From an optimization exercise on the open Yosys and OpenROAD flow, aimed at small area, a short achievable clock period and few clock cycles; shortcuts taken in it are not production practice. Function was checked by simulation only, so behaviour that the tests miss may differ from the original. Power figures rest on the tool's default switching activity, not on a simulated workload.

## v6
## MM
module MM(clk,i,j,reset,read,write,index,read_data,write_data,finish);
==> module MM, before the edit <==
module MM(clk,i,j,reset,read,write,index,read_data,write_data,finish);
	input reset, clk;
	input [19:0]read_data;
	output [19:0]i, j;
	output read, write, index, finish;
	output [39:0]write_data;
	reg rd_o, wr_o, idx_o, fin_o;
	reg [9:0] i_o, j_o, x;
	reg [9:0] rm1, km1, cm1;
	reg alldone, wfin;
	reg q1, q2, q3;
	reg f1, f2, l1, l2, l3, e1, e2, e3;
	reg signed [19:0] a;
	reg [19:0] b, hb;
	reg [39:0] s, c, acc;
	wire hdr   = rd_o & wr_o;
	wire cur_b = rd_o & ~wr_o & idx_o;
	wire cur_a = rd_o & ~wr_o & ~idx_o;
	wire cur_w = wr_o & ~rd_o;
	wire lastn = (j_o == km1);
	wire lastc = (x == cm1);
	wire lastr = (i_o == rm1);
	wire need_w = q3 & l3;
	wire [9:0] hdr_m1 = read_data[9:0] - 10'd1;
	always @(posedge clk or posedge reset) begin
		if (reset) begin
			rd_o <= 1'b1;
			wr_o <= 1'b1;
			idx_o <= 1'b0;
			i_o <= 10'd0;
			fin_o <= 1'b0;
			alldone <= 1'b0;
			wfin <= 1'b0;
			q1 <= 1'b0;
			q2 <= 1'b0;
			q3 <= 1'b0;
		end else begin
			q1 <= cur_a;
			q2 <= q1;
			q3 <= q2;
			if (hdr) begin
				if (i_o[1]) begin
					rd_o <= 1'b1;
					wr_o <= 1'b0;
					idx_o <= 1'b1;
					i_o <= 10'd0;
				end else begin
					i_o <= i_o + 10'd1;
				end
			end else begin
				if (cur_b) begin
					i_o <= x;
					idx_o <= 1'b0;
				end else if (cur_a) begin
					idx_o <= 1'b1;
					if (!lastn) i_o <= j_o + 10'd1;
					else if (!lastc) i_o <= 10'd0;
					else if (!lastr) i_o <= 10'd0;
					if (lastn & lastc & lastr) alldone <= 1'b1;
				end
				if (need_w) begin
					rd_o <= 1'b0;
					wr_o <= 1'b1;
					wfin <= e3;
				end else if (alldone | (cur_a & lastn & lastc & lastr)) begin
					rd_o <= 1'b0;
					wr_o <= 1'b0;
				end else begin
					rd_o <= 1'b1;
					wr_o <= 1'b0;
				end
				if (cur_w & wfin) fin_o <= 1'b1;
			end
		end
	end
	always @(posedge clk) begin
		if (hdr) begin
			if (i_o[1:0] == 2'd0) rm1 <= hdr_m1;
			if (i_o[1:0] == 2'd1) km1 <= hdr_m1;
			if (i_o[1:0] == 2'd2) cm1 <= hdr_m1;
			j_o <= 10'd0;
			x <= 10'd0;
		end else if (cur_b) begin
			j_o <= i_o;
			x <= j_o;
		end else if (cur_a) begin
			x <= i_o;
			if (!lastn) j_o <= x;
			else if (!lastc) j_o <= x + 10'd1;
			else begin
				j_o <= 10'd0;
				x <= i_o + 10'd1;
			end
		end
	end
	always @(posedge clk) begin
		if (cur_b) b <= read_data;
		if (cur_a) begin
			a <= read_data;
			f1 <= (j_o == 10'd0);
			l1 <= lastn;
			e1 <= lastn & lastc & lastr;
		end
		if (q1) hb <= b;
		f2 <= f1;
		l2 <= l1;
		e2 <= l1 & e1;
		l3 <= l2;
		e3 <= e2;
	end
	wire ph_odd = q1;
	wire [21:0] a2 = ph_odd ? {a, 2'b00} : {{2{a[19]}}, a};
	wire [20:0] bx = ph_odd ? {b, 1'b0} : {hb[19:0], 1'b0};
	reg [39:0] row [0:4];
	reg [39:0] row5;
	reg [2:0] trp;
	reg neg, one, two;
	reg [22:0] sel, f;
	integer m;
	always @(*) begin
		row5 = -(40'h11111 << 22);
		for (m = 0; m < 5; m = m + 1) begin
			trp = ph_odd ? bx[4*m+2 +: 3] : bx[4*m +: 3];
			neg = trp[2] & ~(trp[1] & trp[0]);
			one = trp[1] ^ trp[0];
			two = (trp[2] & ~trp[1] & ~trp[0]) | (~trp[2] & trp[1] & trp[0]);
			sel = one ? {a2[21], a2} : (two ? {a2, 1'b0} : 23'd0);
			f = sel ^ {23{neg}};
			row[m] = {17'd0, ~f[22], f[21:0]} << (4*m);
			row5[4*m] = neg;
		end
	end
	wire [39:0] s1a = row[0] ^ row[1] ^ row[2];
	wire [39:0] c1a = {(row[0][38:0] & row[1][38:0]) | (row[0][38:0] & row[2][38:0]) | (row[1][38:0] & row[2][38:0]), 1'b0};
	wire [39:0] s1b = row[3] ^ row[4] ^ row5;
	wire [39:0] c1b = {(row[3][38:0] & row[4][38:0]) | (row[3][38:0] & row5[38:0]) | (row[4][38:0] & row5[38:0]), 1'b0};
	wire [39:0] s2 = s1a ^ c1a ^ s1b;
	wire [39:0] c2 = {(s1a[38:0] & c1a[38:0]) | (s1a[38:0] & s1b[38:0]) | (c1a[38:0] & s1b[38:0]), 1'b0};
	wire [39:0] s3 = s2 ^ c2 ^ c1b;
	wire [39:0] c3 = {(s2[38:0] & c2[38:0]) | (s2[38:0] & c1b[38:0]) | (c2[38:0] & c1b[38:0]), 1'b0};
	always @(posedge clk) begin
		if (q1 | q2) begin
			s <= s3;
			c <= c3;
		end
		if (q2 | q3) acc <= ((q2 & f2) ? 40'd0 : acc) + s + c;
	end
	assign read = rd_o;
	assign write = wr_o;
	assign index = idx_o;
	assign i = {10'd0, i_o};
	assign j = {10'd0, j_o};
	assign finish = fin_o;
	assign write_data = acc;
endmodule
clock: 10.0 ns
lec_check: 0
cap_margin: 20
core_margin: 2
core_utilization: 40
place_density: 0.6
slew_margin: 20
run.sh (not shown) runs the stock make flow with config.mk's settings and CLKGATE_MAP_FILE= SYNTH_SCRIPT=/design/flow/synth_recipe.tcl, a recipe that flattens the netlist after the stock synthesis.
v6 ended with every stage complete and zero timing, DRC or antenna violations.
Testbench counts of v6, summed over its fixed seeds: cycles 94,744.
diff inputs: v6 => v7
-- flow/design.v --
<<< v6, line 11
	reg q1, q2, q3;
	reg f1, f2, l1, l2, l3, e1, e2, e3;
	reg signed [19:0] a;
	reg [19:0] b, hb;
	reg [39:0] s, c, acc;
	wire hdr   = rd_o & wr_o;
>>> v7, line 11
	reg q1, q2, q3;
	reg f1, f2, l1, l2, l3, e1, e2, e3;
	reg [19:0] b;
	reg [39:0] s, c, acc;
	wire hdr   = rd_o & wr_o;
<<< v6, line 94
		end
	end
	always @(posedge clk) begin
		if (cur_b) b <= read_data;
		if (cur_a) begin
			a <= read_data;
			f1 <= (j_o == 10'd0);
			l1 <= lastn;
			e1 <= lastn & lastc & lastr;
		end
		if (q1) hb <= b;
		f2 <= f1;
		l2 <= l1;
>>> v7, line 93
		end
	end
	reg signed [21:0] a2;
	reg [14:0] dg;
	reg [14:0] dg_odd, dg_even;
	reg [2:0] tp, te;
	integer m;
	always @(*) begin
		for (m = 0; m < 5; m = m + 1) begin
			tp = (m == 4) ? b[19:17] : b[4*m+1 +: 3];
			te = (m == 0) ? {b[1:0], 1'b0} : b[4*m-1 +: 3];
			dg_odd[3*m]   = tp[2] & ~(tp[1] & tp[0]);
			dg_odd[3*m+1] = tp[1] ^ tp[0];
			dg_odd[3*m+2] = (tp[2] & ~tp[1] & ~tp[0]) | (~tp[2] & tp[1] & tp[0]);
			dg_even[3*m]   = te[2] & ~(te[1] & te[0]);
			dg_even[3*m+1] = te[1] ^ te[0];
			dg_even[3*m+2] = (te[2] & ~te[1] & ~te[0]) | (~te[2] & te[1] & te[0]);
		end
	end
	always @(posedge clk) begin
		if (cur_b) b <= read_data;
		a2 <= cur_a ? {read_data, 2'b00} : {{2{a2[21]}}, a2[21:2]};
		dg <= cur_a ? dg_odd : (q1 ? dg_even : 15'd0);
		f1 <= (j_o == 10'd0);
		l1 <= lastn;
		e1 <= lastn & lastc & lastr;
		f2 <= f1;
		l2 <= l1;
<<< v6, line 109
		e3 <= e2;
	end
	wire ph_odd = q1;
	wire [21:0] a2 = ph_odd ? {a, 2'b00} : {{2{a[19]}}, a};
	wire [20:0] bx = ph_odd ? {b, 1'b0} : {hb[19:0], 1'b0};
	reg [39:0] row [0:4];
	reg [39:0] row5;
	reg [2:0] trp;
	reg neg, one, two;
	reg [22:0] sel, f;
	integer m;
	always @(*) begin
		row5 = -(40'h11111 << 22);
		for (m = 0; m < 5; m = m + 1) begin
			trp = ph_odd ? bx[4*m+2 +: 3] : bx[4*m +: 3];
			neg = trp[2] & ~(trp[1] & trp[0]);
			one = trp[1] ^ trp[0];
			two = (trp[2] & ~trp[1] & ~trp[0]) | (~trp[2] & trp[1] & trp[0]);
			sel = one ? {a2[21], a2} : (two ? {a2, 1'b0} : 23'd0);
			f = sel ^ {23{neg}};
			row[m] = {17'd0, ~f[22], f[21:0]} << (4*m);
			row5[4*m] = neg;
		end
	end
>>> v7, line 123
		e3 <= e2;
	end
	reg [39:0] row [0:4];
	reg [39:0] row5;
	reg [22:0] sel, f;
	always @(*) begin
		row5 = -(40'h11111 << 22);
		for (m = 0; m < 5; m = m + 1) begin
			sel = dg[3*m+1] ? {a2[21], a2} : (dg[3*m+2] ? {a2, 1'b0} : 23'd0);
			f = sel ^ {23{dg[3*m]}};
			row[m] = {17'd0, ~f[22], f[21:0]} << (4*m);
			row5[4*m] = dg[3*m];
		end
	end
<<< v6, line 140
	wire [39:0] c3 = {(s2[38:0] & c2[38:0]) | (s2[38:0] & c1b[38:0]) | (c2[38:0] & c1b[38:0]), 1'b0};
	always @(posedge clk) begin
		if (q1 | q2) begin
			s <= s3;
			c <= c3;
		end
		if (q2 | q3) acc <= ((q2 & f2) ? 40'd0 : acc) + s + c;
	end
	assign read = rd_o;
>>> v7, line 144
	wire [39:0] c3 = {(s2[38:0] & c2[38:0]) | (s2[38:0] & c1b[38:0]) | (c2[38:0] & c1b[38:0]), 1'b0};
	always @(posedge clk) begin
		s <= s3;
		c <= c3;
		acc <= ((q2 & f2) ? 40'd0 : acc) + s + c;
	end
	assign read = rd_o;
==> summary.txt <==
Met3 usage in global routing: v7 vs v6 — no meaningful difference
v6 leaves less setup margin than v7.
The run showing the greater placed wire-length estimate after detailed placement is v6.
| sequential share of layout area | v7 vs v6 | 5.0 points lower |
Count of clock-net buffers in the final layout (v7 vs. v6) increases by more than a quarter
The part of the power in combinational logic of v7 is higher than that of v6.
Post-layout instance area in v7 vs v6: down 1500 um^2
Sort v6 and v7 by met3 wire length, descending, and v6 comes first.
Delta (v7 minus v6): wire length reported by the detailed router -about 12%; netlist area before placement -1300 um^2.
Testbench counts of v7, summed over its fixed seeds: cycles 94,744.

==> re-timing with driven ports <==
The flow's constraints put no driver on any port. The routed layouts listed below were extracted and timed again, unchanged, in two steps.
Step 1, drivers: a clkbuf_16 drives clk and a buf_2 each remaining input, both assumed.
Step 2, shift: input delay + t, output delay - t, t = (earliest + latest rising clock arrival at the registers) / 2. This alone moves slack from input paths to output paths.
Three values: no drivers, after step 1, after step 2; two values: the first two.
| run | t (ns) | slack for setup (ns) | worst hold slack (ns) | clock arrival spread, ns | worst slew at a driven data input, ns |
|---|---|---|---|---|---|
| v6 | 0.615 | 5.315 / 5.315 / 5.315 | 0.328 / 0.328 / 0.328 | 0.029 / 0.029 | 0.04 |
| v7 | 0.617 | 5.825 / 5.825 / 5.825 | 0.327 / 0.327 / 0.327 | 0.048 / 0.048 | 0.05 |
After both steps every run listed still meets setup and hold.
